What follows belongs to an exercise in optimizing a design on an open flow for small area and a short achievable clock period; a production flow would make more cautious choices. In this exercise RTL edits were held to simulation tests only and were not proved equivalent to the original. The clock port is modelled as an ideal driver; clocking choices that lean on that would not hold on a real chip.

Design fir_32nd, start of the top module:
module fir_32nd (
    input clk,
    input reset,
    input signed [15:0] data_in,
    output reg signed [15:0] filtered_output
);
  reg [15:0] x0;
  reg [15:0] x1;
  reg [15:0] x2;
  reg [15:0] x3;
  reg [15:0] x4;
  reg [15:0] x5;
  reg [15:0] x6;
  reg [15:0] x7;
  reg [15:0] x8;
  reg [15:0] x9;
  reg [15:0] x10;
  reg [15:0] x11;
  reg [15:0] x12;
  reg [15:0] x13;
  reg [15:0] x14;
  reg [15:0] x15;
  reg [15:0] x16;
  reg [15:0] x17;
  reg [15:0] x18;
  reg [15:0] x19;
  reg [15:0] x20;
  reg [16:0] p5;
  reg [16:0] p6;
  reg [16:0] p7;
  reg [16:0] p8;
  reg [16:0] p9;
  reg [16:0] p10;
  reg [16:0] p11;
  reg [16:0] p12;
  reg [16:0] p13;
  reg [16:0] p14;
  reg [16:0] p15;
  reg [17:0] G6;
  reg [17:0] G7;
  reg [17:0] G8;
  reg [17:0] G14;
  reg [17:0] G15;
  reg [28:0] R1a;
  reg [28:0] R1b;
  reg [30:0] R2a;
  reg [30:0] R2b;
  reg [0:0] v1_;
  reg [0:0] v2_;
  wire s0, c0;
  fir_ha us0 (x16[7], p15[7], s0, c0);
  wire s1, c1;
  fir_fa us1 (x16[8], p15[8], p8[9], s1, c1);
  wire s2, c2;
  fir_fa us2 (x16[9], p15[9], p8[10], s2, c2);
  wire s3, c3;
  fir_ha us3 (x3[9], x0[8], s3, c3);
  wire s4, c4;
  fir_fa us4 (x16[10], p12[0], p15[10], s4, c4);
  wire s5, c5;
  fir_fa us5 (x3[10], x0[9], x15[11], s5, c5);
  wire s6, c6;
  fir_ha us6 (p8[11], x0[4], s6, c6);
  wire s7, c7;
  fir_fa us7 (x16[11], p12[1], p15[11], s7, c7);
  wire s8, c8;
  fir_fa us8 (p8[12], p8[0], x0[5], s8, c8);
  wire s9, c9;
  fir_fa us9 (x3[11], x0[10], x15[12], s9, c9);
  wire s10, c10;
  fir_ha us10 (x0[6], x15[4], s10, c10);
  wire s11, c11;
  fir_fa us11 (x16[12], p12[2], p15[12], s11, c11);
  wire s12, c12;
  fir_fa us12 (p8[13], p8[1], x0[6], s12, c12);
  wire s13, c13;
  ...
Size: roughly 2700 cells after synthesis, about 750 flip-flops, about 34 I/O pins, ~42000 µm² of cells after synthesis.
export LEC_CHECK = 0
export CAP_MARGIN = 20
export CORE_MARGIN = 2
export CORE_UTILIZATION = 60
export CTS_CLUSTER_DIAMETER = 120
export CTS_CLUSTER_SIZE = 16
export SLEW_MARGIN = 20
export SYNTH_HIERARCHICAL = 1
export TNS_END_PERCENT = 5
create_clock -name core_clock -period 15.0 [get_ports {clk}]
standard.sh (not shown) runs the stock make flow with config.mk's settings and CLKGATE_MAP_FILE= SYNTH_SCRIPT=/design/flow/synth_recipe.tcl, a recipe that flattens the netlist after the stock synthesis.
==> flow/flow/run.sh <==
#!/bin/bash
# Own flow: the standard synthesis, then the standard ORFS steps with
# buf_4 port buffers, no delay cells in buffering, the reset net rebuilt
# as a balanced buffer tree after placement (flow/reset_tree.tcl), and a
# larger setup margin so timing repair works on the paths that set the
# achieved period. CTS_ARGS picks smaller leaf clock buffers.
set -e
H=$PWD/flow/hook.tcl
bash standard.sh synth > synth.log 2>&1
bash standard.sh SETUP_SLACK_MARGIN=11.2 BUFFER_PORTS_ARGS="-buffer_cell sky130_fd_sc_hd__buf_4" \
  PRE_GLOBAL_PLACE_TCL=$H PRE_RESIZE_TCL=$H POST_RESIZE_TCL=$PWD/flow/reset_tree.tcl PRE_CTS_TCL=$H PRE_GLOBAL_ROUTE_TCL=$H \
  CTS_ARGS="-sink_clustering_enable -repair_clock_nets -sink_clustering_size 12 -sink_clustering_max_diameter 100 -sink_clustering_buffer sky130_fd_sc_hd__clkbuf_8 -root_buf sky130_fd_sc_hd__clkbuf_16 -buf_list sky130_fd_sc_hd__clkbuf_16 -dont_use_dummy_load" finish > layout.log 2>&1
==> flow/flow/reset_tree.tcl <==
# Rebuild the asynchronous reset net as a balanced two-level buffer tree.
# The reset port's buffer drives the inverter that makes the active-low
# RESET_B/SET_B signal; every buffer below that inverter is removed and
# the flip-flops are re-clustered by recursive bisection of their
# locations: leaf buffers drive up to LEAF pins, mid buffers drive up to
# MID leaf buffers, and the inverter drives the mid buffers.
# (This file is sourced from inside a proc: keep state in ::rt.)
namespace eval rt {}
set ::rt::LEAF 20
set ::rt::MID 8
set ::rt::block [ord::get_db_block]
set ::rt::db [ord::get_db]

proc is_async_pin {it} {
  set n [[$it getMTerm] getName]
  return [expr {$n eq "RESET_B" || $n eq "SET_B"}]
}
proc is_buf {inst} {
  set m [[$inst getMaster] getName]
  return [expr {[string match "sky130_fd_sc_hd__buf_*" $m] || [string match "sky130_fd_sc_hd__clkbuf_*" $m]}]
}
proc out_iterm {inst} {
  foreach it [$inst getITerms] {
    if {[$it isOutputSignal]} { return $it }
  }
  return ""
}

# root: the net driven by the inverter fed from the reset port's buffer
set rport [$::rt::block findBTerm reset]
set pnet [$rport getNet]
set root ""
set inv ""
foreach it [$pnet getITerms] {
  set b [$it getInst]
  set bo [out_iterm $b]
  if {$bo eq ""} continue
  foreach it2 [[$bo getNet] getITerms] {
    if {[$it2 isInputSignal]} {
      set m [[[$it2 getInst] getMaster] getName]
      if {[string match "*inv*" $m]} { set inv [$it2 getInst]; set root [[out_iterm $inv] getNet] }
    }
  }
}
if {$root eq ""} { puts "reset_tree: root not found"; return }

# collect sinks and the buffers between the root and the sinks
set ::rt::sinks {}
set ::rt::bufs {}
set ::rt::nets {}
proc ::rt::walk {net} {
  foreach it [$net getITerms] {
    if {![$it isInputSignal]} continue
    set inst [$it getInst]
    if {[is_async_pin $it]} {
      lappend ::rt::sinks $it
    } elseif {[is_buf $inst]} {
      lappend ::rt::bufs $inst
      set o [[out_iterm $inst] getNet]
      lappend ::rt::nets $o
      ::rt::walk $o
    } else {
      puts "reset_tree: unexpected load [$inst getName]/[[$it getMTerm] getName]"
    }
  }
}
::rt::walk $root
set sinks $::rt::sinks
puts "reset_tree: [llength $sinks] sinks, removing [llength $::rt::bufs] buffers"
if {[llength $sinks] == 0} { return }
foreach it $sinks { $it disconnect }
foreach b $::rt::bufs { odb::dbInst_destroy $b }
foreach n $::rt::nets { odb::dbNet_destroy $n }

proc loc {it} {
  set bb [[$it getInst] getBBox]
  return [list [expr {([$bb xMin] + [$bb xMax]) / 2}] [expr {([$bb yMin] + [$bb yMax]) / 2}]]
}
# recursive bisection of {x y payload} items into groups of at most n
proc bisect {items n} {
  if {[llength $items] <= $n} { return [list $items] }
  set xs [lsort -integer [lmap i $items {lindex $i 0}]]
  set ys [lsort -integer [lmap i $items {lindex $i 1}]]
  set k [expr {([lindex $xs end] - [lindex $xs 0]) >= ([lindex $ys end] - [lindex $ys 0]) ? 0 : 1}]
  set s [lsort -integer -index $k $items]
  set h [expr {[llength $s] / 2}]
  return [concat [bisect [lrange $s 0 [expr {$h - 1}]] $n] [bisect [lrange $s $h end] $n]]
}
proc centroid {grp} {
  set sx 0; set sy 0
  foreach i $grp { incr sx [lindex $i 0]; incr sy [lindex $i 1] }
  set c [llength $grp]
  return [list [expr {$sx / $c}] [expr {$sy / $c}]]
}
set ::rt::cnt 0
proc add_buf {master xy innet} {
  set name "rsttree_$::rt::cnt"
  incr ::rt::cnt
  set inst [odb::dbInst_create $::rt::block [$::rt::db findMaster $master] $name]
  $inst setLocation [lindex $xy 0] [lindex $xy 1]
  $inst setPlacementStatus PLACED
  set net [odb::dbNet_create $::rt::block "${name}_o"]
  [$inst findITerm A] connect $innet
  [$inst findITerm X] connect $net
  return [list $inst $net]
}

set items [lmap it $sinks {concat [loc $it] [list $it]}]
set leaves {}
foreach grp [bisect $items $::rt::LEAF] {
  set xy [centroid $grp]
  lassign [add_buf sky130_fd_sc_hd__buf_4 $xy $root] inst net
  foreach i $grp { [lindex $i 2] connect $net }
  lappend leaves [concat $xy [list $inst]]
}
foreach grp [bisect $leaves $::rt::MID] {
  set xy [centroid $grp]
  lassign [add_buf sky130_fd_sc_hd__buf_8 $xy $root] inst net
  foreach i $grp {
    set a [[lindex $i 2] findITerm A]
    $a disconnect
    $a connect $net
  }
}
$inv swapMaster [$::rt::db findMaster sky130_fd_sc_hd__inv_8]
puts "reset_tree: built [llength $leaves] leaf buffers, $::rt::cnt buffers in all"
Other scripts of this flow, unchanged in this note and not shown: flow/flow/hook.tcl
The starting point completed with no timing, DRC or antenna violations.
Rerun with:
--- a/flow/flow/run.sh
+++ b/flow/flow/run.sh
@@ -10 +10 @@
-bash standard.sh SETUP_SLACK_MARGIN=11.2 BUFFER_PORTS_ARGS="-buffer_cell sky130_fd_sc_hd__buf_4" \
+bash standard.sh SETUP_SLACK_MARGIN=11 BUFFER_PORTS_ARGS="-buffer_cell sky130_fd_sc_hd__buf_4" \
The changed run passed the timing, design-rule and antenna checks; critical path depth is unchanged; clock skew stays flat; utilization decreases by 0.48 points; first-iteration DRC count increases by 3.4%; via count decreases by 0.33%; worst hold slack hardly moves; global-route usage is about the same; routed wire length stays flat.
Rerun with:
--- a/flow/flow/reset_tree.tcl
+++ b/flow/flow/reset_tree.tcl
@@ -9 +9 @@
-set ::rt::LEAF 20
+set ::rt::LEAF 24
@@ -112 +112 @@
-  lassign [add_buf sky130_fd_sc_hd__buf_4 $xy $root] inst net
+  lassign [add_buf sky130_fd_sc_hd__buf_2 $xy $root] inst net
After rerunning: Global-route usage goes up by 0.14 points. Via count goes up by 0.69%. Hold slack improves by 0.0056 ns. Sequential cell count stays the same. Final area barely changes. Utilization is about the same. Routed wire length goes up by 0.40%. Cell count is about the same.
Rerun with:
--- a/flow/flow/reset_tree.tcl
+++ b/flow/flow/reset_tree.tcl
@@ -9 +9 @@
-set ::rt::LEAF 24
+set ::rt::LEAF 20
@@ -112 +112 @@
-  lassign [add_buf sky130_fd_sc_hd__buf_2 $xy $root] inst net
+  lassign [add_buf sky130_fd_sc_hd__buf_4 $xy $root] inst net
--- a/flow/config.mk
+++ b/flow/config.mk
@@ -10 +10 @@
-export CORE_UTILIZATION = 60
+export CORE_UTILIZATION = 70
What happened: Register-to-register slack degrades by 0.05 ns; routed wire length falls by 2.0%; critical path depth does not change; via count rises by 1.8%; final cell count falls by 4.2%; die area falls by 14%; global-route usage rises by 4.6 points; synthesized cell count does not change.
Rerun with:
--- a/flow/config.mk
+++ b/flow/config.mk
@@ -10 +10 @@
-export CORE_UTILIZATION = 70
+export CORE_UTILIZATION = 60
@@ -15 +15 @@
-export TNS_END_PERCENT = 5
+export TNS_END_PERCENT = 20
The new run passed the timing, design-rule and antenna checks.
Flip-flop and latch count stays the same.
Synthesized cell count stays the same.
Utilization goes down by 10 points.

==> what the ideal ports hide <==
The flow's constraints put no driver on any port. The routed layouts listed below were extracted and timed again, unchanged, in two steps.
Step 1: set_driving_cell puts a clkbuf_16 on clk and a buf_2 on each other input, an assumption about the parent block.
Step 2 adds t to the input delays and takes it off the output delays; t is the mean of the earliest and latest rising clock arrival at the registers after step 1. Input paths then give back, and output paths get back, about the clock's delay inside the block.
a / b / c = ideal ports / drivers / drivers and shift; a / b = the first two.
run | shift t [ns] | setup WS [ns] | hold slack, ns | worst setup path after step 2 | latest minus earliest clock arrival (ns)
the first run | 0.639 | 10.902 / 10.837 / 10.948 | 0.341 / 0.341 / 0.341 | register to register | 0.043 / 0.043
the second run | 0.637 | 10.902 / 10.838 / 10.940 | 0.341 / 0.341 / 0.341 | register to register | 0.044 / 0.045
the third run | 0.647 | 10.902 / 10.834 / 10.937 | 0.346 / 0.346 / 0.346 | register to register | 0.037 / 0.037
the fourth run | 0.635 | 10.886 / 10.824 / 10.891 | 0.332 / 0.332 / 0.332 | register to register | 0.049 / 0.050
the fifth run | 0.639 | 10.904 / 10.839 / 10.984 | 0.342 / 0.342 / 0.342 | register to register | 0.044 / 0.043
After both steps setup and hold are still met in every run listed.
